What follows belongs to an exercise in optimizing a design on an open flow for small area, a short achievable clock period and few clock cycles per item; a production flow would make more cautious choices. In this exercise RTL edits were held to simulation tests only and were not proved equivalent to the original. Power figures rest on the tool's default switching activity, not on a simulated workload.

### flow/config.mk
export PLATFORM = sky130hd
export DESIGN_NAME = WallaceTreeMultiplier
export DESIGN_NICKNAME = WallaceTreeMultiplier
export VERILOG_FILES = /design/flow/design.v
export SDC_FILE = /design/flow/constraint.sdc
export NUM_CORES = 4
export LEC_CHECK = 0
export CAP_MARGIN = 20
export CORE_MARGIN = 2
export CORE_UTILIZATION = 40
export SLEW_MARGIN = 20
### flow/constraint.sdc
create_clock -name core_clock -period 11.0 [get_ports {clk}]
set_input_delay 2.2000 -clock core_clock [delete_from_list [all_inputs] [get_ports {clk}]]
set_output_delay 2.2000 -clock core_clock [all_outputs]
set_load 0.01 [all_outputs]
### flow/design.v
module WallaceTreeMultiplier (
    input                   clk,
    input                   rst,
    input  logic [31:0]     a,
    input  logic [31:0]     b,
    input  logic            start,
    input  logic [1:0]      mul_type,
    output logic            done,
    output logic [63:0]     p
);
  localparam logic [2:0] IDLE = 3'd0, G0 = 3'd1, G1 = 3'd2, G2 = 3'd3, G3 = 3'd4,
                         FIN = 3'd5, DN = 3'd6;
  localparam logic [31:0] KHI = 32'haaaaaaac;
  logic [2:0]  st;
  logic [32:0] A;        
  logic        corr;     
  logic [31:0] PB;       
  logic        bprev;    
  logic [33:0] S, C;  
  logic [1:0]  cin;      
  wire sa = (mul_type == 2'b01) || (mul_type == 2'b10);
  wire sb = (mul_type == 2'b01);
  wire grp = (st == G0) || (st == G1) || (st == G2) || (st == G3);
  function automatic logic [2:0] benc(input logic x2, input logic x1, input logic x0);
    benc = {x2, (x2 & ~x1 & ~x0) | (~x2 & x1 & x0), x1 ^ x0};
  endfunction
  logic [3:0] neg, one, two;
  wire [8:0] bw = {PB[7:0], bprev};
  always_comb begin
    for (int k = 0; k < 4; k++)
      {neg[k], two[k], one[k]} = benc(bw[2*k+2], bw[2*k+1], bw[2*k]);
  end
  wire [34:0] Ae = {A[32], A[32], A};
  wire [35:0] Ae2 = {Ae, 1'b0};
  wire [34:0] m0 = ({35{one[0]}} & Ae) | ({35{two[0]}} & Ae2[34:0]);
  wire [34:0] r0 = {~(m0[34] ^ neg[0]), m0[33:0] ^ {34{neg[0]}}};
  wire [34:0] m1 = ({35{one[1]}} & Ae) | ({35{two[1]}} & Ae2[34:0]);
  wire [34:0] r1 = {~(m1[34] ^ neg[1]), m1[33:0] ^ {34{neg[1]}}};
  wire [34:0] m2 = ({35{one[2]}} & Ae) | ({35{two[2]}} & Ae2[34:0]);
  wire [34:0] r2 = {~(m2[34] ^ neg[2]), m2[33:0] ^ {34{neg[2]}}};
  wire [34:0] m3 = ({35{one[3]}} & Ae) | ({35{two[3]}} & Ae2[34:0]);
  wire [34:0] r3 = {~(m3[34] ^ neg[3]), m3[33:0] ^ {34{neg[3]}}};
  logic [131:0] tfs, tfc;
  logic [8:0] ths, thc;
  assign ths[0] = S[0] ^ C[0];
  assign thc[0] = S[0] & C[0];
  assign ths[1] = S[1] ^ C[1];
  assign thc[1] = S[1] & C[1];
  assign tfs[0] = S[2] ^ C[2] ^ neg[1];
  assign tfc[0] = (S[2] & C[2]) | (S[2] & neg[1]) | (C[2] & neg[1]);
  assign ths[2] = S[3] ^ C[3];
  assign thc[2] = S[3] & C[3];
  assign tfs[1] = S[4] ^ C[4] ^ neg[2];
  assign tfc[1] = (S[4] & C[4]) | (S[4] & neg[2]) | (C[4] & neg[2]);
  assign ths[3] = r0[4] ^ r1[2];
  assign thc[3] = r0[4] & r1[2];
  assign tfs[2] = S[5] ^ C[5] ^ r0[5];
  assign tfc[2] = (S[5] & C[5]) | (S[5] & r0[5]) | (C[5] & r0[5]);
  assign ths[4] = r1[3] ^ r2[1];
  assign thc[4] = r1[3] & r2[1];
  assign tfs[3] = S[6] ^ C[6] ^ r0[6];
  assign tfc[3] = (S[6] & C[6]) | (S[6] & r0[6]) | (C[6] & r0[6]);
  assign tfs[4] = r1[4] ^ r2[2] ^ r3[0];
  assign tfc[4] = (r1[4] & r2[2]) | (r1[4] & r3[0]) | (r2[2] & r3[0]);
  assign tfs[5] = S[7] ^ C[7] ^ r0[7];
  assign tfc[5] = (S[7] & C[7]) | (S[7] & r0[7]) | (C[7] & r0[7]);
  assign tfs[6] = r1[5] ^ r2[3] ^ r3[1];
  assign tfc[6] = (r1[5] & r2[3]) | (r1[5] & r3[1]) | (r2[3] & r3[1]);
  assign tfs[7] = S[8] ^ C[8] ^ r0[8];
  assign tfc[7] = (S[8] & C[8]) | (S[8] & r0[8]) | (C[8] & r0[8]);
  assign tfs[8] = r1[6] ^ r2[4] ^ r3[2];
  assign tfc[8] = (r1[6] & r2[4]) | (r1[6] & r3[2]) | (r2[4] & r3[2]);
  assign tfs[9] = S[9] ^ C[9] ^ r0[9];
  assign tfc[9] = (S[9] & C[9]) | (S[9] & r0[9]) | (C[9] & r0[9]);
  assign tfs[10] = r1[7] ^ r2[5] ^ r3[3];
  assign tfc[10] = (r1[7] & r2[5]) | (r1[7] & r3[3]) | (r2[5] & r3[3]);
  assign tfs[11] = S[10] ^ C[10] ^ r0[10];
  assign tfc[11] = (S[10] & C[10]) | (S[10] & r0[10]) | (C[10] & r0[10]);
  assign tfs[12] = r1[8] ^ r2[6] ^ r3[4];
  assign tfc[12] = (r1[8] & r2[6]) | (r1[8] & r3[4]) | (r2[6] & r3[4]);
  assign tfs[13] = S[11] ^ C[11] ^ r0[11];
  assign tfc[13] = (S[11] & C[11]) | (S[11] & r0[11]) | (C[11] & r0[11]);
  assign tfs[14] = r1[9] ^ r2[7] ^ r3[5];
  assign tfc[14] = (r1[9] & r2[7]) | (r1[9] & r3[5]) | (r2[7] & r3[5]);
  assign tfs[15] = S[12] ^ C[12] ^ r0[12];
  assign tfc[15] = (S[12] & C[12]) | (S[12] & r0[12]) | (C[12] & r0[12]);
  assign tfs[16] = r1[10] ^ r2[8] ^ r3[6];
  assign tfc[16] = (r1[10] & r2[8]) | (r1[10] & r3[6]) | (r2[8] & r3[6]);
  assign tfs[17] = S[13] ^ C[13] ^ r0[13];
  assign tfc[17] = (S[13] & C[13]) | (S[13] & r0[13]) | (C[13] & r0[13]);
  assign tfs[18] = r1[11] ^ r2[9] ^ r3[7];
  assign tfc[18] = (r1[11] & r2[9]) | (r1[11] & r3[7]) | (r2[9] & r3[7]);
  assign tfs[19] = S[14] ^ C[14] ^ r0[14];
  assign tfc[19] = (S[14] & C[14]) | (S[14] & r0[14]) | (C[14] & r0[14]);
  assign tfs[20] = r1[12] ^ r2[10] ^ r3[8];
  assign tfc[20] = (r1[12] & r2[10]) | (r1[12] & r3[8]) | (r2[10] & r3[8]);
  assign tfs[21] = S[15] ^ C[15] ^ r0[15];
  assign tfc[21] = (S[15] & C[15]) | (S[15] & r0[15]) | (C[15] & r0[15]);
  assign tfs[22] = r1[13] ^ r2[11] ^ r3[9];
  assign tfc[22] = (r1[13] & r2[11]) | (r1[13] & r3[9]) | (r2[11] & r3[9]);
  assign tfs[23] = S[16] ^ C[16] ^ r0[16];
  assign tfc[23] = (S[16] & C[16]) | (S[16] & r0[16]) | (C[16] & r0[16]);
  assign tfs[24] = r1[14] ^ r2[12] ^ r3[10];
  assign tfc[24] = (r1[14] & r2[12]) | (r1[14] & r3[10]) | (r2[12] & r3[10]);
  assign tfs[25] = S[17] ^ C[17] ^ r0[17];
  assign tfc[25] = (S[17] & C[17]) | (S[17] & r0[17]) | (C[17] & r0[17]);
  assign tfs[26] = r1[15] ^ r2[13] ^ r3[11];
  assign tfc[26] = (r1[15] & r2[13]) | (r1[15] & r3[11]) | (r2[13] & r3[11]);
  assign tfs[27] = S[18] ^ C[18] ^ r0[18];
  assign tfc[27] = (S[18] & C[18]) | (S[18] & r0[18]) | (C[18] & r0[18]);
  assign tfs[28] = r1[16] ^ r2[14] ^ r3[12];
  assign tfc[28] = (r1[16] & r2[14]) | (r1[16] & r3[12]) | (r2[14] & r3[12]);
  assign tfs[29] = S[19] ^ C[19] ^ r0[19];
  assign tfc[29] = (S[19] & C[19]) | (S[19] & r0[19]) | (C[19] & r0[19]);
  assign tfs[30] = r1[17] ^ r2[15] ^ r3[13];
  assign tfc[30] = (r1[17] & r2[15]) | (r1[17] & r3[13]) | (r2[15] & r3[13]);
  assign tfs[31] = S[20] ^ C[20] ^ r0[20];
  assign tfc[31] = (S[20] & C[20]) | (S[20] & r0[20]) | (C[20] & r0[20]);
  assign tfs[32] = r1[18] ^ r2[16] ^ r3[14];
  assign tfc[32] = (r1[18] & r2[16]) | (r1[18] & r3[14]) | (r2[16] & r3[14]);
  assign tfs[33] = S[21] ^ C[21] ^ r0[21];
  assign tfc[33] = (S[21] & C[21]) | (S[21] & r0[21]) | (C[21] & r0[21]);
  assign tfs[34] = r1[19] ^ r2[17] ^ r3[15];
  assign tfc[34] = (r1[19] & r2[17]) | (r1[19] & r3[15]) | (r2[17] & r3[15]);
  assign tfs[35] = S[22] ^ C[22] ^ r0[22];
  assign tfc[35] = (S[22] & C[22]) | (S[22] & r0[22]) | (C[22] & r0[22]);
  assign tfs[36] = r1[20] ^ r2[18] ^ r3[16];
  assign tfc[36] = (r1[20] & r2[18]) | (r1[20] & r3[16]) | (r2[18] & r3[16]);
  assign tfs[37] = S[23] ^ C[23] ^ r0[23];
  assign tfc[37] = (S[23] & C[23]) | (S[23] & r0[23]) | (C[23] & r0[23]);
  assign tfs[38] = r1[21] ^ r2[19] ^ r3[17];
  assign tfc[38] = (r1[21] & r2[19]) | (r1[21] & r3[17]) | (r2[19] & r3[17]);
  assign tfs[39] = S[24] ^ C[24] ^ r0[24];
  assign tfc[39] = (S[24] & C[24]) | (S[24] & r0[24]) | (C[24] & r0[24]);
  assign tfs[40] = r1[22] ^ r2[20] ^ r3[18];
  assign tfc[40] = (r1[22] & r2[20]) | (r1[22] & r3[18]) | (r2[20] & r3[18]);
  assign tfs[41] = S[25] ^ C[25] ^ r0[25];
  assign tfc[41] = (S[25] & C[25]) | (S[25] & r0[25]) | (C[25] & r0[25]);
  assign tfs[42] = r1[23] ^ r2[21] ^ r3[19];
  assign tfc[42] = (r1[23] & r2[21]) | (r1[23] & r3[19]) | (r2[21] & r3[19]);
  assign tfs[43] = S[26] ^ C[26] ^ r0[26];
  assign tfc[43] = (S[26] & C[26]) | (S[26] & r0[26]) | (C[26] & r0[26]);
  assign tfs[44] = r1[24] ^ r2[22] ^ r3[20];
  assign tfc[44] = (r1[24] & r2[22]) | (r1[24] & r3[20]) | (r2[22] & r3[20]);
  assign tfs[45] = S[27] ^ C[27] ^ r0[27];
  assign tfc[45] = (S[27] & C[27]) | (S[27] & r0[27]) | (C[27] & r0[27]);
  assign tfs[46] = r1[25] ^ r2[23] ^ r3[21];
  assign tfc[46] = (r1[25] & r2[23]) | (r1[25] & r3[21]) | (r2[23] & r3[21]);
  assign tfs[47] = S[28] ^ C[28] ^ r0[28];
  assign tfc[47] = (S[28] & C[28]) | (S[28] & r0[28]) | (C[28] & r0[28]);
  assign tfs[48] = r1[26] ^ r2[24] ^ r3[22];
  assign tfc[48] = (r1[26] & r2[24]) | (r1[26] & r3[22]) | (r2[24] & r3[22]);
  assign tfs[49] = S[29] ^ C[29] ^ r0[29];
  assign tfc[49] = (S[29] & C[29]) | (S[29] & r0[29]) | (C[29] & r0[29]);
  assign tfs[50] = r1[27] ^ r2[25] ^ r3[23];
  assign tfc[50] = (r1[27] & r2[25]) | (r1[27] & r3[23]) | (r2[25] & r3[23]);
  assign tfs[51] = S[30] ^ C[30] ^ r0[30];
  assign tfc[51] = (S[30] & C[30]) | (S[30] & r0[30]) | (C[30] & r0[30]);
  assign tfs[52] = r1[28] ^ r2[26] ^ r3[24];
  assign tfc[52] = (r1[28] & r2[26]) | (r1[28] & r3[24]) | (r2[26] & r3[24]);
  assign tfs[53] = S[31] ^ C[31] ^ r0[31];
  assign tfc[53] = (S[31] & C[31]) | (S[31] & r0[31]) | (C[31] & r0[31]);
  assign tfs[54] = r1[29] ^ r2[27] ^ r3[25];
  assign tfc[54] = (r1[29] & r2[27]) | (r1[29] & r3[25]) | (r2[27] & r3[25]);
  assign tfs[55] = S[32] ^ C[32] ^ r0[32];
  assign tfc[55] = (S[32] & C[32]) | (S[32] & r0[32]) | (C[32] & r0[32]);
  assign tfs[56] = r1[30] ^ r2[28] ^ r3[26];
  assign tfc[56] = (r1[30] & r2[28]) | (r1[30] & r3[26]) | (r2[28] & r3[26]);
  assign tfs[57] = S[33] ^ C[33] ^ r0[33];
  assign tfc[57] = (S[33] & C[33]) | (S[33] & r0[33]) | (C[33] & r0[33]);
  assign tfs[58] = r1[31] ^ r2[29] ^ r3[27];
  assign tfc[58] = (r1[31] & r2[29]) | (r1[31] & r3[27]) | (r2[29] & r3[27]);
  assign tfs[59] = r0[34] ^ r1[32] ^ r2[30];
  assign tfc[59] = (r0[34] & r1[32]) | (r0[34] & r2[30]) | (r1[32] & r2[30]);
  assign ths[5] = cin[0] ^ neg[0];
  assign thc[5] = cin[0] & neg[0];
  assign tfs[60] = cin[1] ^ thc[0] ^ ths[1];
  assign tfc[60] = (cin[1] & thc[0]) | (cin[1] & ths[1]) | (thc[0] & ths[1]);
  assign tfs[61] = thc[1] ^ r0[2] ^ r1[0];
  assign tfc[61] = (thc[1] & r0[2]) | (thc[1] & r1[0]) | (r0[2] & r1[0]);
  assign tfs[62] = ths[2] ^ tfc[0] ^ r0[3];
  assign tfc[62] = (ths[2] & tfc[0]) | (ths[2] & r0[3]) | (tfc[0] & r0[3]);
  assign tfs[63] = thc[2] ^ r2[0] ^ tfs[1];
  assign tfc[63] = (thc[2] & r2[0]) | (thc[2] & tfs[1]) | (r2[0] & tfs[1]);
  assign tfs[64] = tfc[1] ^ thc[3] ^ ths[4];
  assign tfc[64] = (tfc[1] & thc[3]) | (tfc[1] & ths[4]) | (thc[3] & ths[4]);
  assign tfs[65] = thc[4] ^ tfc[2] ^ tfs[3];
  assign tfc[65] = (thc[4] & tfc[2]) | (thc[4] & tfs[3]) | (tfc[2] & tfs[3]);
  assign tfs[66] = tfc[3] ^ tfc[4] ^ tfs[5];
  assign tfc[66] = (tfc[3] & tfc[4]) | (tfc[3] & tfs[5]) | (tfc[4] & tfs[5]);
  assign tfs[67] = tfc[5] ^ tfc[6] ^ tfs[7];
  assign tfc[67] = (tfc[5] & tfc[6]) | (tfc[5] & tfs[7]) | (tfc[6] & tfs[7]);
  assign tfs[68] = tfc[7] ^ tfc[8] ^ tfs[9];
  assign tfc[68] = (tfc[7] & tfc[8]) | (tfc[7] & tfs[9]) | (tfc[8] & tfs[9]);
  assign tfs[69] = tfc[9] ^ tfc[10] ^ tfs[11];
  assign tfc[69] = (tfc[9] & tfc[10]) | (tfc[9] & tfs[11]) | (tfc[10] & tfs[11]);
  assign tfs[70] = tfc[11] ^ tfc[12] ^ tfs[13];
  assign tfc[70] = (tfc[11] & tfc[12]) | (tfc[11] & tfs[13]) | (tfc[12] & tfs[13]);
  assign tfs[71] = tfc[13] ^ tfc[14] ^ tfs[15];
  assign tfc[71] = (tfc[13] & tfc[14]) | (tfc[13] & tfs[15]) | (tfc[14] & tfs[15]);
  assign tfs[72] = tfc[15] ^ tfc[16] ^ tfs[17];
  assign tfc[72] = (tfc[15] & tfc[16]) | (tfc[15] & tfs[17]) | (tfc[16] & tfs[17]);
  assign tfs[73] = tfc[17] ^ tfc[18] ^ tfs[19];
  assign tfc[73] = (tfc[17] & tfc[18]) | (tfc[17] & tfs[19]) | (tfc[18] & tfs[19]);
  assign tfs[74] = tfc[19] ^ tfc[20] ^ tfs[21];
  assign tfc[74] = (tfc[19] & tfc[20]) | (tfc[19] & tfs[21]) | (tfc[20] & tfs[21]);
  assign tfs[75] = tfc[21] ^ tfc[22] ^ tfs[23];
  assign tfc[75] = (tfc[21] & tfc[22]) | (tfc[21] & tfs[23]) | (tfc[22] & tfs[23]);
  assign tfs[76] = tfc[23] ^ tfc[24] ^ tfs[25];
  assign tfc[76] = (tfc[23] & tfc[24]) | (tfc[23] & tfs[25]) | (tfc[24] & tfs[25]);
  assign tfs[77] = tfc[25] ^ tfc[26] ^ tfs[27];
  assign tfc[77] = (tfc[25] & tfc[26]) | (tfc[25] & tfs[27]) | (tfc[26] & tfs[27]);
  assign tfs[78] = tfc[27] ^ tfc[28] ^ tfs[29];
  assign tfc[78] = (tfc[27] & tfc[28]) | (tfc[27] & tfs[29]) | (tfc[28] & tfs[29]);
  assign tfs[79] = tfc[29] ^ tfc[30] ^ tfs[31];
  assign tfc[79] = (tfc[29] & tfc[30]) | (tfc[29] & tfs[31]) | (tfc[30] & tfs[31]);
  assign tfs[80] = tfc[31] ^ tfc[32] ^ tfs[33];
  assign tfc[80] = (tfc[31] & tfc[32]) | (tfc[31] & tfs[33]) | (tfc[32] & tfs[33]);
  assign tfs[81] = tfc[33] ^ tfc[34] ^ tfs[35];
  assign tfc[81] = (tfc[33] & tfc[34]) | (tfc[33] & tfs[35]) | (tfc[34] & tfs[35]);
  assign tfs[82] = tfc[35] ^ tfc[36] ^ tfs[37];
  assign tfc[82] = (tfc[35] & tfc[36]) | (tfc[35] & tfs[37]) | (tfc[36] & tfs[37]);
  assign tfs[83] = tfc[37] ^ tfc[38] ^ tfs[39];
  assign tfc[83] = (tfc[37] & tfc[38]) | (tfc[37] & tfs[39]) | (tfc[38] & tfs[39]);
  assign tfs[84] = tfc[39] ^ tfc[40] ^ tfs[41];
  assign tfc[84] = (tfc[39] & tfc[40]) | (tfc[39] & tfs[41]) | (tfc[40] & tfs[41]);
  assign tfs[85] = tfc[41] ^ tfc[42] ^ tfs[43];
  assign tfc[85] = (tfc[41] & tfc[42]) | (tfc[41] & tfs[43]) | (tfc[42] & tfs[43]);
  assign tfs[86] = tfc[43] ^ tfc[44] ^ tfs[45];
  assign tfc[86] = (tfc[43] & tfc[44]) | (tfc[43] & tfs[45]) | (tfc[44] & tfs[45]);
  assign tfs[87] = tfc[45] ^ tfc[46] ^ tfs[47];
  assign tfc[87] = (tfc[45] & tfc[46]) | (tfc[45] & tfs[47]) | (tfc[46] & tfs[47]);
  assign tfs[88] = tfc[47] ^ tfc[48] ^ tfs[49];
  assign tfc[88] = (tfc[47] & tfc[48]) | (tfc[47] & tfs[49]) | (tfc[48] & tfs[49]);
  assign tfs[89] = tfc[49] ^ tfc[50] ^ tfs[51];
  assign tfc[89] = (tfc[49] & tfc[50]) | (tfc[49] & tfs[51]) | (tfc[50] & tfs[51]);
  assign tfs[90] = tfc[51] ^ tfc[52] ^ tfs[53];
  assign tfc[90] = (tfc[51] & tfc[52]) | (tfc[51] & tfs[53]) | (tfc[52] & tfs[53]);
  assign tfs[91] = tfc[53] ^ tfc[54] ^ tfs[55];
  assign tfc[91] = (tfc[53] & tfc[54]) | (tfc[53] & tfs[55]) | (tfc[54] & tfs[55]);
  assign tfs[92] = tfc[55] ^ tfc[56] ^ tfs[57];
  assign tfc[92] = (tfc[55] & tfc[56]) | (tfc[55] & tfs[57]) | (tfc[56] & tfs[57]);
  assign tfs[93] = r3[28] ^ tfc[57] ^ tfc[58];
  assign tfc[93] = (r3[28] & tfc[57]) | (r3[28] & tfc[58]) | (tfc[57] & tfc[58]);
  assign tfs[94] = r1[33] ^ r2[31] ^ r3[29];
  assign tfc[94] = (r1[33] & r2[31]) | (r1[33] & r3[29]) | (r2[31] & r3[29]);
  assign ths[6] = r1[34] ^ r2[32];
  assign thc[6] = r1[34] & r2[32];
  assign ths[7] = ths[0] ^ ths[5];
  assign thc[7] = ths[0] & ths[5];
  assign tfs[95] = thc[5] ^ r0[1] ^ tfs[60];
  assign tfc[95] = (thc[5] & r0[1]) | (thc[5] & tfs[60]) | (r0[1] & tfs[60]);
  assign tfs[96] = tfc[60] ^ tfs[0] ^ tfs[61];
  assign tfc[96] = (tfc[60] & tfs[0]) | (tfc[60] & tfs[61]) | (tfs[0] & tfs[61]);
  assign tfs[97] = r1[1] ^ tfc[61] ^ tfs[62];
  assign tfc[97] = (r1[1] & tfc[61]) | (r1[1] & tfs[62]) | (tfc[61] & tfs[62]);
  assign tfs[98] = ths[3] ^ tfc[62] ^ tfs[63];
  assign tfc[98] = (ths[3] & tfc[62]) | (ths[3] & tfs[63]) | (tfc[62] & tfs[63]);
  assign tfs[99] = tfc[63] ^ tfs[2] ^ tfs[64];
  assign tfc[99] = (tfc[63] & tfs[2]) | (tfc[63] & tfs[64]) | (tfs[2] & tfs[64]);
  assign tfs[100] = tfs[4] ^ tfc[64] ^ tfs[65];
  assign tfc[100] = (tfs[4] & tfc[64]) | (tfs[4] & tfs[65]) | (tfc[64] & tfs[65]);
  assign tfs[101] = tfs[6] ^ tfc[65] ^ tfs[66];
  assign tfc[101] = (tfs[6] & tfc[65]) | (tfs[6] & tfs[66]) | (tfc[65] & tfs[66]);
  assign tfs[102] = tfs[8] ^ tfc[66] ^ tfs[67];
  assign tfc[102] = (tfs[8] & tfc[66]) | (tfs[8] & tfs[67]) | (tfc[66] & tfs[67]);
  assign tfs[103] = tfs[10] ^ tfc[67] ^ tfs[68];
  assign tfc[103] = (tfs[10] & tfc[67]) | (tfs[10] & tfs[68]) | (tfc[67] & tfs[68]);
  assign tfs[104] = tfs[12] ^ tfc[68] ^ tfs[69];
  assign tfc[104] = (tfs[12] & tfc[68]) | (tfs[12] & tfs[69]) | (tfc[68] & tfs[69]);
  assign tfs[105] = tfs[14] ^ tfc[69] ^ tfs[70];
  assign tfc[105] = (tfs[14] & tfc[69]) | (tfs[14] & tfs[70]) | (tfc[69] & tfs[70]);
  assign tfs[106] = tfs[16] ^ tfc[70] ^ tfs[71];
  assign tfc[106] = (tfs[16] & tfc[70]) | (tfs[16] & tfs[71]) | (tfc[70] & tfs[71]);
  assign tfs[107] = tfs[18] ^ tfc[71] ^ tfs[72];
  assign tfc[107] = (tfs[18] & tfc[71]) | (tfs[18] & tfs[72]) | (tfc[71] & tfs[72]);
  assign tfs[108] = tfs[20] ^ tfc[72] ^ tfs[73];
  assign tfc[108] = (tfs[20] & tfc[72]) | (tfs[20] & tfs[73]) | (tfc[72] & tfs[73]);
  assign tfs[109] = tfs[22] ^ tfc[73] ^ tfs[74];
  assign tfc[109] = (tfs[22] & tfc[73]) | (tfs[22] & tfs[74]) | (tfc[73] & tfs[74]);
  assign tfs[110] = tfs[24] ^ tfc[74] ^ tfs[75];
  assign tfc[110] = (tfs[24] & tfc[74]) | (tfs[24] & tfs[75]) | (tfc[74] & tfs[75]);
  assign tfs[111] = tfs[26] ^ tfc[75] ^ tfs[76];
  assign tfc[111] = (tfs[26] & tfc[75]) | (tfs[26] & tfs[76]) | (tfc[75] & tfs[76]);
  assign tfs[112] = tfs[28] ^ tfc[76] ^ tfs[77];
  assign tfc[112] = (tfs[28] & tfc[76]) | (tfs[28] & tfs[77]) | (tfc[76] & tfs[77]);
  assign tfs[113] = tfs[30] ^ tfc[77] ^ tfs[78];
  assign tfc[113] = (tfs[30] & tfc[77]) | (tfs[30] & tfs[78]) | (tfc[77] & tfs[78]);
  assign tfs[114] = tfs[32] ^ tfc[78] ^ tfs[79];
  assign tfc[114] = (tfs[32] & tfc[78]) | (tfs[32] & tfs[79]) | (tfc[78] & tfs[79]);
  assign tfs[115] = tfs[34] ^ tfc[79] ^ tfs[80];
  assign tfc[115] = (tfs[34] & tfc[79]) | (tfs[34] & tfs[80]) | (tfc[79] & tfs[80]);
  assign tfs[116] = tfs[36] ^ tfc[80] ^ tfs[81];
  assign tfc[116] = (tfs[36] & tfc[80]) | (tfs[36] & tfs[81]) | (tfc[80] & tfs[81]);
  assign tfs[117] = tfs[38] ^ tfc[81] ^ tfs[82];
  assign tfc[117] = (tfs[38] & tfc[81]) | (tfs[38] & tfs[82]) | (tfc[81] & tfs[82]);
  assign tfs[118] = tfs[40] ^ tfc[82] ^ tfs[83];
  assign tfc[118] = (tfs[40] & tfc[82]) | (tfs[40] & tfs[83]) | (tfc[82] & tfs[83]);
  assign tfs[119] = tfs[42] ^ tfc[83] ^ tfs[84];
  assign tfc[119] = (tfs[42] & tfc[83]) | (tfs[42] & tfs[84]) | (tfc[83] & tfs[84]);
  assign tfs[120] = tfs[44] ^ tfc[84] ^ tfs[85];
  assign tfc[120] = (tfs[44] & tfc[84]) | (tfs[44] & tfs[85]) | (tfc[84] & tfs[85]);
  assign tfs[121] = tfs[46] ^ tfc[85] ^ tfs[86];
  assign tfc[121] = (tfs[46] & tfc[85]) | (tfs[46] & tfs[86]) | (tfc[85] & tfs[86]);
  assign tfs[122] = tfs[48] ^ tfc[86] ^ tfs[87];
  assign tfc[122] = (tfs[48] & tfc[86]) | (tfs[48] & tfs[87]) | (tfc[86] & tfs[87]);
  assign tfs[123] = tfs[50] ^ tfc[87] ^ tfs[88];
  assign tfc[123] = (tfs[50] & tfc[87]) | (tfs[50] & tfs[88]) | (tfc[87] & tfs[88]);
  assign tfs[124] = tfs[52] ^ tfc[88] ^ tfs[89];
  assign tfc[124] = (tfs[52] & tfc[88]) | (tfs[52] & tfs[89]) | (tfc[88] & tfs[89]);
  assign tfs[125] = tfs[54] ^ tfc[89] ^ tfs[90];
  assign tfc[125] = (tfs[54] & tfc[89]) | (tfs[54] & tfs[90]) | (tfc[89] & tfs[90]);
  assign tfs[126] = tfs[56] ^ tfc[90] ^ tfs[91];
  assign tfc[126] = (tfs[56] & tfc[90]) | (tfs[56] & tfs[91]) | (tfc[90] & tfs[91]);
  assign tfs[127] = tfs[58] ^ tfc[91] ^ tfs[92];
  assign tfc[127] = (tfs[58] & tfc[91]) | (tfs[58] & tfs[92]) | (tfc[91] & tfs[92]);
  assign tfs[128] = tfs[59] ^ tfs[93] ^ tfc[92];
  assign tfc[128] = (tfs[59] & tfs[93]) | (tfs[59] & tfc[92]) | (tfs[93] & tfc[92]);
  assign tfs[129] = tfc[59] ^ tfs[94] ^ tfc[93];
  assign tfc[129] = (tfc[59] & tfs[94]) | (tfc[59] & tfc[93]) | (tfs[94] & tfc[93]);
  assign tfs[130] = r3[30] ^ ths[6] ^ tfc[94];
  assign tfc[130] = (r3[30] & ths[6]) | (r3[30] & tfc[94]) | (ths[6] & tfc[94]);
  assign tfs[131] = r2[33] ^ r3[31] ^ thc[6];
  assign tfc[131] = (r2[33] & r3[31]) | (r2[33] & thc[6]) | (r3[31] & thc[6]);
  assign ths[8] = r2[34] ^ r3[32];
  assign thc[8] = r2[34] & r3[32];
  wire [41:0] ts = {1'b0, r3[34], r3[33], ths[8], tfs[131], tfs[130], tfc[128], tfc[127], tfc[126], tfc[125], tfc[124], tfc[123], tfc[122], tfc[121], tfc[120], tfc[119], tfc[118], tfc[117], tfc[116], tfc[115], tfc[114], tfc[113], tfc[112], tfc[111], tfc[110], tfc[109], tfc[108], tfc[107], tfc[106], tfc[105], tfc[104], tfc[103], tfc[102], tfc[101], tfc[100], tfc[99], tfc[98], tfc[97], tfc[96], tfc[95], thc[7], r0[0]};
  wire [41:0] tc = {1'b0, 1'b0, thc[8], tfc[131], tfc[130], tfc[129], tfs[129], tfs[128], tfs[127], tfs[126], tfs[125], tfs[124], tfs[123], tfs[122], tfs[121], tfs[120], tfs[119], tfs[118], tfs[117], tfs[116], tfs[115], tfs[114], tfs[113], tfs[112], tfs[111], tfs[110], tfs[109], tfs[108], tfs[107], tfs[106], tfs[105], tfs[104], tfs[103], tfs[102], tfs[101], tfs[100], tfs[99], tfs[98], tfs[97], tfs[96], tfs[95], ths[7]};
  wire [9:0] lo = {2'b0, ts[7:0]} + {2'b0, tc[7:0]} + {3'd0, neg[3], 6'd0};
  wire [31:0] ca = corr ? A[31:0] : 32'd0;
  logic [30:0] ffs, ffc;
  logic [0:0] fhs, fhc;
  assign fhs[0] = S[0] ^ C[0];
  assign fhc[0] = S[0] & C[0];
  assign ffs[0] = S[1] ^ C[1] ^ ca[1];
  assign ffc[0] = (S[1] & C[1]) | (S[1] & ca[1]) | (C[1] & ca[1]);
  assign ffs[1] = S[2] ^ C[2] ^ ca[2];
  assign ffc[1] = (S[2] & C[2]) | (S[2] & ca[2]) | (C[2] & ca[2]);
  assign ffs[2] = S[3] ^ C[3] ^ ca[3];
  assign ffc[2] = (S[3] & C[3]) | (S[3] & ca[3]) | (C[3] & ca[3]);
  assign ffs[3] = S[4] ^ C[4] ^ ca[4];
  assign ffc[3] = (S[4] & C[4]) | (S[4] & ca[4]) | (C[4] & ca[4]);
  assign ffs[4] = S[5] ^ C[5] ^ ca[5];
  assign ffc[4] = (S[5] & C[5]) | (S[5] & ca[5]) | (C[5] & ca[5]);
  assign ffs[5] = S[6] ^ C[6] ^ ca[6];
  assign ffc[5] = (S[6] & C[6]) | (S[6] & ca[6]) | (C[6] & ca[6]);
  assign ffs[6] = S[7] ^ C[7] ^ ca[7];
  assign ffc[6] = (S[7] & C[7]) | (S[7] & ca[7]) | (C[7] & ca[7]);
  assign ffs[7] = S[8] ^ C[8] ^ ca[8];
  assign ffc[7] = (S[8] & C[8]) | (S[8] & ca[8]) | (C[8] & ca[8]);
  assign ffs[8] = S[9] ^ C[9] ^ ca[9];
  assign ffc[8] = (S[9] & C[9]) | (S[9] & ca[9]) | (C[9] & ca[9]);
  assign ffs[9] = S[10] ^ C[10] ^ ca[10];
  assign ffc[9] = (S[10] & C[10]) | (S[10] & ca[10]) | (C[10] & ca[10]);
  assign ffs[10] = S[11] ^ C[11] ^ ca[11];
  assign ffc[10] = (S[11] & C[11]) | (S[11] & ca[11]) | (C[11] & ca[11]);
  assign ffs[11] = S[12] ^ C[12] ^ ca[12];
  assign ffc[11] = (S[12] & C[12]) | (S[12] & ca[12]) | (C[12] & ca[12]);
  assign ffs[12] = S[13] ^ C[13] ^ ca[13];
  assign ffc[12] = (S[13] & C[13]) | (S[13] & ca[13]) | (C[13] & ca[13]);
  assign ffs[13] = S[14] ^ C[14] ^ ca[14];
  assign ffc[13] = (S[14] & C[14]) | (S[14] & ca[14]) | (C[14] & ca[14]);
  assign ffs[14] = S[15] ^ C[15] ^ ca[15];
  assign ffc[14] = (S[15] & C[15]) | (S[15] & ca[15]) | (C[15] & ca[15]);
  assign ffs[15] = S[16] ^ C[16] ^ ca[16];
  assign ffc[15] = (S[16] & C[16]) | (S[16] & ca[16]) | (C[16] & ca[16]);
  assign ffs[16] = S[17] ^ C[17] ^ ca[17];
  assign ffc[16] = (S[17] & C[17]) | (S[17] & ca[17]) | (C[17] & ca[17]);
  assign ffs[17] = S[18] ^ C[18] ^ ca[18];
  assign ffc[17] = (S[18] & C[18]) | (S[18] & ca[18]) | (C[18] & ca[18]);
  assign ffs[18] = S[19] ^ C[19] ^ ca[19];
  assign ffc[18] = (S[19] & C[19]) | (S[19] & ca[19]) | (C[19] & ca[19]);
  assign ffs[19] = S[20] ^ C[20] ^ ca[20];
  assign ffc[19] = (S[20] & C[20]) | (S[20] & ca[20]) | (C[20] & ca[20]);
  assign ffs[20] = S[21] ^ C[21] ^ ca[21];
  assign ffc[20] = (S[21] & C[21]) | (S[21] & ca[21]) | (C[21] & ca[21]);
  assign ffs[21] = S[22] ^ C[22] ^ ca[22];
  assign ffc[21] = (S[22] & C[22]) | (S[22] & ca[22]) | (C[22] & ca[22]);
  assign ffs[22] = S[23] ^ C[23] ^ ca[23];
  assign ffc[22] = (S[23] & C[23]) | (S[23] & ca[23]) | (C[23] & ca[23]);
  assign ffs[23] = S[24] ^ C[24] ^ ca[24];
  assign ffc[23] = (S[24] & C[24]) | (S[24] & ca[24]) | (C[24] & ca[24]);
  assign ffs[24] = S[25] ^ C[25] ^ ca[25];
  assign ffc[24] = (S[25] & C[25]) | (S[25] & ca[25]) | (C[25] & ca[25]);
  assign ffs[25] = S[26] ^ C[26] ^ ca[26];
  assign ffc[25] = (S[26] & C[26]) | (S[26] & ca[26]) | (C[26] & ca[26]);
  assign ffs[26] = S[27] ^ C[27] ^ ca[27];
  assign ffc[26] = (S[27] & C[27]) | (S[27] & ca[27]) | (C[27] & ca[27]);
  assign ffs[27] = S[28] ^ C[28] ^ ca[28];
  assign ffc[27] = (S[28] & C[28]) | (S[28] & ca[28]) | (C[28] & ca[28]);
  assign ffs[28] = S[29] ^ C[29] ^ ca[29];
  assign ffc[28] = (S[29] & C[29]) | (S[29] & ca[29]) | (C[29] & ca[29]);
  assign ffs[29] = S[30] ^ C[30] ^ ca[30];
  assign ffc[29] = (S[30] & C[30]) | (S[30] & ca[30]) | (C[30] & ca[30]);
  assign ffs[30] = S[31] ^ C[31] ^ ca[31];
  assign ffc[30] = (S[31] & C[31]) | (S[31] & ca[31]) | (C[31] & ca[31]);
  wire [31:0] fa = {ffc[29], ffc[28], ffc[27], ffc[26], ffc[25], ffc[24], ffc[23], ffc[22], ffc[21], ffc[20], ffc[19], ffc[18], ffc[17], ffc[16], ffc[15], ffc[14], ffc[13], ffc[12], ffc[11], ffc[10], ffc[9], ffc[8], ffc[7], ffc[6], ffc[5], ffc[4], ffc[3], ffc[2], ffc[1], ffc[0], fhc[0], ca[0]};
  wire [31:0] fb = {ffs[30], ffs[29], ffs[28], ffs[27], ffs[26], ffs[25], ffs[24], ffs[23], ffs[22], ffs[21], ffs[20], ffs[19], ffs[18], ffs[17], ffs[16], ffs[15], ffs[14], ffs[13], ffs[12], ffs[11], ffs[10], ffs[9], ffs[8], ffs[7], ffs[6], ffs[5], ffs[4], ffs[3], ffs[2], ffs[1], ffs[0], fhs[0]};
  wire [31:0] kx = {KHI[31:2], cin[1], 1'b0};   
  wire [31:0] ku = fa ^ fb ^ kx;
  wire [31:0] kv = {(fa[30:0] & fb[30:0]) | ((fa[30:0] | fb[30:0]) & kx[30:0]), cin[0]};
  logic [31:0] g0, p0, cy;
  always_comb begin
    logic [31:0] g, pp;
    g0 = ku & kv; p0 = ku ^ kv;
    g = g0; pp = p0;
    for (int l = 1; l < 32; l = l * 2)
      for (int i = 2 * l - 1; i < 32; i += 2 * l) begin
        g[i] = g[i] | (pp[i] & g[i - l]);
        pp[i] = pp[i] & pp[i - l];
      end
    for (int l = 8; l >= 1; l = l / 2)
      for (int i = 3 * l - 1; i < 32; i += 2 * l) begin
        g[i] = g[i] | (pp[i] & g[i - l]);
        pp[i] = pp[i] & pp[i - l];
      end
    cy = {g[30:0], 1'b0};
  end
  wire [31:0] phi = p0 ^ cy;
  wire zop = (A == 33'd0) || (PB == 32'd0);
  always_ff @(posedge clk) begin
    if (rst) st <= IDLE;
    else begin
      case (st)
        IDLE: if (start) st <= G0;
        G0: st <= zop ? DN : G1;
        G1: st <= G2;
        G2: st <= G3;
        G3: st <= FIN;
        FIN: st <= DN;
        DN: if (!start) st <= IDLE;
        default: st <= IDLE;
      endcase
    end
  end
  wire zclr = (st == G0) && zop;
  always_ff @(posedge clk) begin
    A <= {sa & a[31], a};
    corr <= ~sb & b[31];
    C <= grp ? tc[41:8] : '0;
    cin <= grp ? lo[9:8] : 2'b0;
    bprev <= (st == IDLE) ? 1'b0 : PB[7];
    if (st == IDLE) PB <= b;
    else if (zclr) PB <= '0;
    else if (grp) PB <= {lo[7:0], PB[31:8]};
    if (st == IDLE || zclr) S <= '0;
    else if (grp) S <= ts[41:8];
    else if (st == FIN) S[31:0] <= phi;
  end
  assign done = (st == DN);
  assign p = {S[31:0], PB};
endmodule
### flow/flow/run.sh
#!/bin/bash
# Standard layout, with timing repair asked to leave a larger setup margin.
export SETUP_SLACK_MARGIN=7.5
bash standard.sh > standard_run.log 2>&1
### flow/standard.sh
#!/bin/bash
# synth_recipe.tcl (not shown) runs the flow's synth.tcl, then flattens the netlist and writes it again
# the make line also repeats each setting of config.mk as NAME=value (left out here)
make -C /OpenROAD-flow-scripts/flow DESIGN_CONFIG=/design/flow/config.mk WORK_HOME=/design/flow/orfs CLKGATE_MAP_FILE= SYNTH_SCRIPT=/design/flow/synth_recipe.tcl "${@:-finish}"
==> Flow_metrics.wiki, run 1 <==
{| class="wikitable"
! Metric !! Value
|-
| Status || no timing/DRC/antenna violations
|-
| Share of synthesized registers carrying an async set or reset || 0
|-
| Relative contribution of sequential cells to total power || 0.123
|-
| First-pass GRT wire length || 86,500 um
|-
| Timing-limited maximum frequency || 207 MHz
|-
| Time the worst path needs with I/O delays and setup || 4.82 ns
|-
| Final worst-path cycle share || 0.438
|-
| Switching share of total power || 0.481
|-
| Aggregate global-route resource usage || 0.294
|-
| Tightest Hold Check Type || reg2reg
|-
| Number of setup violations in the final report || 0
|-
| TritonCTS buffer count || 17
|-
| Register area share after synthesis || 0.203
|-
| Max Cap Violations || 0
|-
| HPWL reported at the end of detailed placement || 33,700 um
|-
| Core area || 0.0374 mm^2
|-
| Pre-antenna DRT Iters || 5
|-
| Reg clk slew, reported paths || 0.07 ns
|-
| Synthesized area || 0.0151 mm^2
|-
| Weighted congestion reported at the end of routability-driven placement || 0.841
|-
| Final TNS setup || 0 ns
|-
| Internal power || 3.96 mW
|-
| Residual antenna-violating net count after detailed routing || 0
|-
| Via density per instance || 5.95
|-
| Clock network power share || 0.086
|-
| Cell area after layout || 0.0195 mm^2
|-
| Die Width || 198 um
|-
| Worst reg-to-reg path cell count || 21
|-
| Synthesized instance count || 1,822
|-
| Share of final-layout standard cells stronger than drive strength 1 || 0.205
|-
| Required time of the critical path || 11.33 ns
|-
| Drt drc || 0
|-
| Number of buffer cells added on primary ports || 133
|-
| Data arrival time at the worst-slack endpoint || 5.16 ns
|-
| Drt first-iter violations || 1,465
|-
| FF+latch count, synth || 137
|-
| Hold endpoint || S[32]
|-
| Net count after synthesis || 2,155
|-
| Site Rows || 71
|-
| Source-to-sink clock delay at the later pin of the worst-skew pair || 0.46 ns
|-
| Clock Path Buffers || 2
|-
| Clock tree from TritonCTS || built
|-
| Dominant synthesized flop cell || dfxtp_1
|-
| Power density over cell area || 390 mW/mm^2
|-
| Clock sinks || 137
|-
| Cell area after placement || 0.0165 mm^2
|-
| Net switching power figure || 3.66 mW
|-
| Worst Max-Slew Pin Slew || 1.21 ns
|-
| Post-synth EDFFs || 32
|-
| Hold Fails Final Rpt || 0
|-
| Critical register-to-register path startpoint || corr
|-
| Worst Hold Depth || 2
|-
| Unique masters post-synth || 55
|-
| Full die area || 0.0392 mm^2
|-
| CTS H-tree lvls || 4
|-
| Layout Skew || 0.0106 ns
|-
| Type of origin of the critical path || flip-flop
|-
| Wirelength per Cell || 23.6 um
|-
| Max-slew headroom at the worst pin || 0.191
|-
| Remaining global-route overflow || 0
|-
| RSZ-0062 raised after global routing || yes
|-
| Area Growth Syn to Fin || 29.8%
|-
| Mean instance size in the synthesized netlist || 8.26 um^2
|-
| Effective utilization at floorplan || 0.403
|-
| Fin. max-slew vios || 0
|-
| Vias in the first global route || 14,328
|-
| Largest net degree at the start of global routing || 67
|-
| Leakage Power || 8.31 nW
|-
| DR vias || 14,373
|-
| Worst-case vdd ir drop || 0.000295 V
|-
| Logic pwr share || 0.791
|-
| DIE HEIGHT || 198 um
|-
| # IOs || 134
|-
| Initial antenna violation count || 3
|-
| Register-to-register setup slack || 6.18 ns
|-
| Final Routed Wirelength || 57,000 um
|-
| Start-to-end type of the worst setup path || reg2reg
|-
| Nature of the critical path endpoint || flip-flop
|-
| CP Max Fanout || 15
|-
| Reg2reg end || p[63]
|-
| Number of synthesis warnings || 1
|-
| Root buffer cell || clkbuf_16
|-
| Number of nets in the layout || 2,222
|-
| Worst Hold Launch || S[32]
|}
==> sequential cells by signal (all words and copies together), names as in the netlist <==
signal,flops
A,33
bprev,1
p,32
C,32
cin,2
corr,1
st,3
S,1
PB,32
==> worst max-delay path, stage by stage (launching register included) <==
cell       delay (ns)
dfxtp_4          0.38
buf_8            0.15
and2_1           0.15
fa_1             0.48
inv_1            0.04
ha_1             0.27
inv_1            0.09
ha_4             0.22
a21oi_4          0.16
o21ai_1          0.10
a221oi_2         0.35
o31ai_4          0.17
a22o_1           0.26
a31o_1           0.24
a311o_1          0.30
a31o_1           0.26
fa_2             0.36
xnor2_2          0.14
xnor2_1          0.13
xnor2_1          0.13
o2111ai_1        0.19
a21oi_1          0.09
==> final cells by class <==
cell class	count	area [um^2]
clock buffers	17	425
flip-flops and latches	137	3160
well taps	511	639
multi-input cells	1353	11600
repair buffers	265	3040
diodes	3	7.51
fillers	3371	17900
inverters	115	432
clock inverters	15	211
==> how the worst max path moves through the flow <==
stage	from	endpoint	slack [ns]	depth (start not counted)
finish	corr	p[63]	6.18	21
global route	A[1]	p[63]	5.98	18
CTS	A[1]	p[63]	6.16	18
detailed placement	corr	p[63]	5.13	18
global placement	corr	p[63]	5.22	18
floorplan	A[1]	p[63]	6.29	20
==> synthesized netlist by cell type (all sizes together), types with 4 or more instances <==
cell / count / area, um^2
nand4: 4 / 25.0
and3: 32 / 200
dfxtp: 105 / 2100
a21oi: 160 / 808
o22ai: 16 / 100
a221oi: 135 / 1190
and2: 41 / 257
maj3: 5 / 50.1
inv: 115 / 432
nor4: 15 / 100
nand2: 295 / 1110
a211oi: 14 / 115
nor3: 4 / 20.0
nand2b: 6 / 37.5
a22oi: 9 / 67.6
a31oi: 7 / 43.8
nor2: 189 / 709
xor2: 15 / 131
xnor2: 17 / 149
o21ai: 44 / 220
clkbuf: 165 / 619
ha: 86 / 1080
fa: 178 / 3560
nor2b: 14 / 87.6
a21o: 9 / 67.6
a31o: 4 / 35.0
edfxtp: 32 / 961
a22o: 27 / 236
o21bai: 5 / 37.5
buf: 57 / 363
==> metal layers <==
| layer | vias up | global-route usage | part of all wire | wire, um |
|---|---|---|---|---|
| li1 | 6355 | - | - | - |
| met1 | 7171 | 0.372 | 0.40 | 22900 |
| met2 | 700 | 0.490 | 0.48 | 27400 |
| met3 | 147 | 0.0542 | 0.080 | 4570 |
| met4 | 0 | 0.130 | 0.038 | 2140 |
| met5 | - | 0 | 0 | 0 |
==> power groups by stage <==
| stage | Sequential [mW] | Combinational, mW | Clock, mW |
|---|---|---|---|
| after global placement | 0.953 | 4.85 | 0 |
| after detailed placement | 0.951 | 4.95 | 0 |
| after CTS | 0.934 | 5.69 | 0.656 |
| after global routing | 0.967 | 6.65 | 0.679 |
| after floorplan | 0.859 | 3.65 | 0 |
| final | 0.938 | 6.03 | 0.653 |
==> what timing repair did <==
action / 4_1_cts / 5_1_grt
hold endpoints to repair: 0 / 0
setup endpoints to repair: 135 / 73
gates cloned: 22 / 4
resized for setup: 291 / 99
buffers inserted: 69 / 16
hold buffers: 0 / 0
pin swaps: 65 / 68
==> per-stage QoR <==
stage	utilization	std cells	hold slack (ns)	total power, mW	setup slack (ns)
5_1_grt	0.523	2416	0.507	8.30	5.98
4_1_cts	0.507	2393	0.478	7.28	6.16
6_report	0.523	2416	0.478	7.62	6.18
3_5_place_dp	0.440	2270	0.470	5.91	5.13
2_1_floorplan	-	1822	0.441	4.51	6.29
3_3_place_gp	0.440	2270	0.453	5.80	5.22
==> kinds of logic after synthesis <==
family / after synthesis / share of synthesized area
simple gates: 605 / 0.171
mux: 3 / 0.00216
flops: 137 / 0.203
buf+inv: 337 / 0.0939
xor+xnor: 32 / 0.0186
compound gates: 439 / 0.199
fa+ha+maj: 269 / 0.311
==> placed cells by master (no fill, tap or decap), types with 24 or more instances in the layout <==
| cell type | netlist | layout |
|---|---|---|
| buf_4 | 34 | 69 |
| buf_6 | 2 | 24 |
| a22o_1 | 27 | 27 |
| fa_2 | 0 | 38 |
| o21ai_1 | 27 | 26 |
| and3_1 | 32 | 31 |
| dlygate4sd2_1 | 0 | 57 |
| clkdlybuf4s50_1 | 0 | 68 |
| inv_1 | 114 | 109 |
| a21oi_1 | 158 | 151 |
| edfxtp_1 | 32 | 32 |
| nand2_1 | 295 | 291 |
| nor2_1 | 189 | 177 |
| dfxtp_1 | 105 | 59 |
| a221oi_1 | 134 | 95 |
| dfxtp_2 | 0 | 29 |
| a221oi_2 | 1 | 30 |
| fa_1 | 178 | 140 |
| ha_1 | 86 | 75 |
| and2_1 | 41 | 32 |
Testbench counts, summed over its fixed seeds: cycles 15,028, items 2,000.
==> run 2: changes to the inputs <==
==> flow/run.sh (new file) <==
#!/bin/bash
# synth_recipe.tcl (not shown) runs the flow's synth.tcl, then flattens the netlist and writes it again
# the make line also repeats each setting of config.mk as NAME=value (left out here)
make -C /OpenROAD-flow-scripts/flow DESIGN_CONFIG=/design/flow/config.mk WORK_HOME=/design/flow/orfs CLKGATE_MAP_FILE= SYNTH_SCRIPT=/design/flow/synth_recipe.tcl finish
removed: flow/flow/run.sh
removed: flow/standard.sh
==> run 2 against run 1 <==
Sequential share of layout area grew 1.9 points. Sequential power grew 0.5%. Area after synthesis is the same. Critical path depth shrank 3. Worst hold slack lost 0.0061 ns. Clock-buffer cell count is the same. Critical endpoint unchanged. Via count shrank 7.8%. Flip-flop and latch count is the same. Setup slack lost 1.0 ns. Combinational power shrank 21%.
==> Flow_metrics.wiki, run 2 <==
{| class="wikitable"
! Metric !! Value
|-
| Worst reg-to-reg path cell count || 18
|-
| Weighted congestion reported at the end of routability-driven placement || 0.873
|-
| RSZ-0062 raised after global routing || no
|-
| Remaining global-route overflow || 0
|-
| Largest register FFs || 33
|-
| Post_cts resized || 0
|-
| Area taken by multi-input logic gates || 0.0106 mm^2
|-
| CP Max Fanout || 18
|-
| Number of buffer cells added on primary ports || 133
|-
| Worst Max-Slew Pin Slew || 1.15 ns
|-
| Register-to-register setup slack || 5.13 ns
|-
| Critical register-to-register path startpoint || A[1]
|-
| Number of nets in the layout || 2,117
|-
| Post-synthesis xor/xnor area fraction || 0.0186
|-
| Most repeated cell in the gate-level netlist after synthesis || nand2_1
|-
| Most frequent cells in the layout || nand2_1 (294), nor2_1 (185), fa_1 (178), a21oi_1 (158), a221oi_1 (134)
|-
| Top post-synthesis cells by count || nand2_1 (295), nor2_1 (189), fa_1 (178)
|-
| Leakage Power || 7.09 nW
|-
| Worst Hold Launch || S[32]
|-
| Final Routed Wirelength || 48,100 um
|-
| Data arrival time at the worst-slack endpoint || 6.21 ns
|-
| Share of final-layout standard cells stronger than drive strength 1 || 0.0451
|-
| FF+latch count, synth || 137
|-
| Register area share after synthesis || 0.203
|-
| Synthesized instance count || 1,822
|-
| Unique masters post-synth || 55
|-
| Tightest Hold Check Type || reg2reg
|-
| Initial antenna violation count || 3
|-
| Clock sinks || 137
|-
| Share of synthesized registers carrying an async set or reset || 0
|-
| Number of synthesis warnings || 1
|-
| Top post-synthesis cells by area || fa_1 (24%), dfxtp_1 (14%), a221oi_1 (7.8%), nand2_1 (7.4%), ha_1 (7.1%)
|-
| DIE HEIGHT || 198 um
|-
| Required time of the critical path || 11.34 ns
|-
| Die Width || 198 um
|-
| Fraction of synthesized area in multiplexers || 0.00216
|-
| Complex-gate fraction of the synthesized area || 0.199
|-
| Wirelength per Cell || 20.8 um
|-
| Site Rows || 71
|-
| Mean instance size in the synthesized netlist || 8.26 um^2
|-
| Vias in the first global route || 13,089
|-
| Area of all sequential standard cells || 0.00306 mm^2
|-
| Largest net degree at the start of global routing || 67
|-
| Layout Skew || 0.0122 ns
|-
| Power density over cell area || 371 mW/mm^2
|-
| Clock tree from TritonCTS || built
|-
| Drt first-iter violations || 1,169
|-
| Root buffer cell || clkbuf_16
|-
| Final worst-path cycle share || 0.533
|-
| Fin. max-slew vios || 0
|-
| Drt drc || 0
|-
| Post-Synth Simple-Gate Area || 0.171
|-
| TritonCTS buffer count || 17
|-
| Hold Fails Final Rpt || 0
|-
| Pre-antenna DRT Iters || 6
|-
| # IOs || 134
|-
| Area Growth Syn to Fin || 12.3%
|-
| First-pass GRT wire length || 75,400 um
|-
| CTS H-tree lvls || 4
|-
| Post-synth EDFFs || 32
|-
| Timing-limited maximum frequency || 170 MHz
|-
| Reg clk slew, reported paths || 0.07 ns
|-
| Via density per instance || 5.73
|-
| Hold Worst Slack || 0.472 ns
|-
| Total of hold buffers inserted after clock tree synthesis || 0
|-
| Type of origin of the critical path || flip-flop
|-
| Aggregate global-route resource usage || 0.252
|-
| Dominant synthesized flop cell || dfxtp_1
|-
| Max Cap Violations || 0
|-
| Worst Hold Depth || 2
|-
| Final TNS setup || 0 ns
|-
| Core area || 0.0374 mm^2
|-
| Number of setup violations in the final report || 0
|-
| Proportion of netlist area held by the largest area contributor || 0.237
|-
| Register ranked first by flip-flop count || A
|-
| Largest area contributor in the synthesized netlist || fa_1
|-
| Nature of the critical path endpoint || flip-flop
|-
| DR vias || 13,252
|-
| Number of buffers inserted to repair setup after CTS || 0
|-
| Time the worst path needs with I/O delays and setup || 5.87 ns
|-
| Max-slew headroom at the worst pin || 0.231
|-
| Start-to-end type of the worst setup path || reg2reg
|-
| Net count after synthesis || 2,155
|-
| Hold endpoint || S[32]
|-
| Count of fill cells added during filler insertion || 3,657
|-
| Dominant combinational cell family by area after synthesis || adder cells
|-
| HPWL reported at the end of detailed placement || 33,700 um
|-
| Source-to-sink clock delay at the later pin of the worst-skew pair || 0.46 ns
|-
| Synthesized area || 0.0151 mm^2
|-
| Post-synthesis share of cell area spent on full adders, half adders and majority gates || 0.311
|-
| Full die area || 0.0392 mm^2
|-
| Reg2reg end || p[63]
|-
| Residual antenna-violating net count after detailed routing || 0
|-
| Status || no timing/DRC/antenna violations
|-
| Effective utilization at floorplan || 0.403
|-
| Clock Path Buffers || 2
|-
| Worst-case vdd ir drop || 0.000191 V
|-
| Most common cell after layout, fill and taps aside || nand2_1
|}
==> run 2: report_power, final <==
group          internal, mW  switching (mW)  total (mW)
Combinational          2.16            2.61        4.77
Clock                 0.291           0.266       0.557
Sequential            0.696           0.247       0.943
==> run 2: worst max-delay path by stage <==
stage               endpoint  cells past startpoint  slack [ns]  from
floorplan              p[63]                     20        5.80  A[1]
global placement       p[63]                     18        4.88  corr
detailed placement     p[63]                     18        4.74  corr
CTS                    p[63]                     18        4.72  corr
global route           p[63]                     18        4.89  A[1]
finish                 p[63]                     18        5.13  A[1]
==> run 2: through the flow <==
stage | utilization | power, mW | instance area [um^2] | std cells | setup WS (ns)
final | 0.452 | 6.27 | 16900 | 2311 | 5.13
after global routing | 0.452 | 6.97 | 16900 | 2311 | 4.89
after CTS | 0.451 | 6.29 | 16900 | 2306 | 4.72
after detailed placement | 0.437 | 5.70 | 16300 | 2274 | 4.74
after global placement | 0.437 | 5.60 | 16300 | 2274 | 4.88
after floorplan | - | 4.33 | 15100 | 1822 | 5.80
==> run 2: critical path, cell delays in order (launching register included) <==
cell and delay [ns]:
dfxtp_1 0.76, and2_1 0.24, fa_1 0.45, fa_1 0.50
fa_1 0.43, a211oi_2 0.28, o21ai_1 0.16, o2111ai_2 0.24
o31ai_1 0.24, a22o_1 0.33, a31o_1 0.26, a311o_1 0.40
a31o_1 0.27, fa_1 0.43, xnor2_1 0.19, xnor2_1 0.15
xnor2_1 0.11, o2111ai_1 0.20, a21oi_1 0.08
==> run 2: logic make-up after synthesis <==
logic type | count (synthesis)
fa+ha+maj | 269
flops | 137
simple gates | 605
compound gates | 439
mux | 3
xor+xnor | 32
buf+inv | 337
==> run 2: cell type report <==
class                      instances  share of cell area
timing repair buffer             165              0.0936
sequential                       137               0.181
tap                              511              0.0378
inverter                         115              0.0255
clock inverter                    15             0.00696
clock buffer                      17              0.0252
antenna                            3            0.000444
multi-input combinational       1348               0.629
==> run 2: metal layers <==
| layer | share of wire | vias up | track usage |
|---|---|---|---|
| met2 | 0.49 | 501 | 0.422 |
| met4 | 0.028 | 0 | 0.0947 |
| met5 | 0 | - | 0 |
| met1 | 0.43 | 6566 | 0.328 |
| met3 | 0.058 | 83 | 0.0409 |
| li1 | - | 6102 | - |

[afterwards: timing with drivers on the ports]
Ports are ideal in the flow. The routed layouts listed here were re-timed in OpenROAD.
Step 1, drivers: a clkbuf_16 drives clk and a buf_2 each remaining input, both assumed.
Step 2 times the ports against the registers' clock, not the clock port: input delays grow and output delays shrink by t, the midpoint of the rising clock arrivals with the driver on.
a / b / c = ideal / step 1 / step 2; a / b = the first two.
run	t (ns)	slack for setup (ns)	latest minus earliest clock arrival (ns)
run 1	0.514	6.178 / 6.178 / 6.178	0.011 / 0.011
run 2	0.506	5.134 / 5.134 / 5.134	0.013 / 0.013
After both steps setup and hold are still met in every run listed.
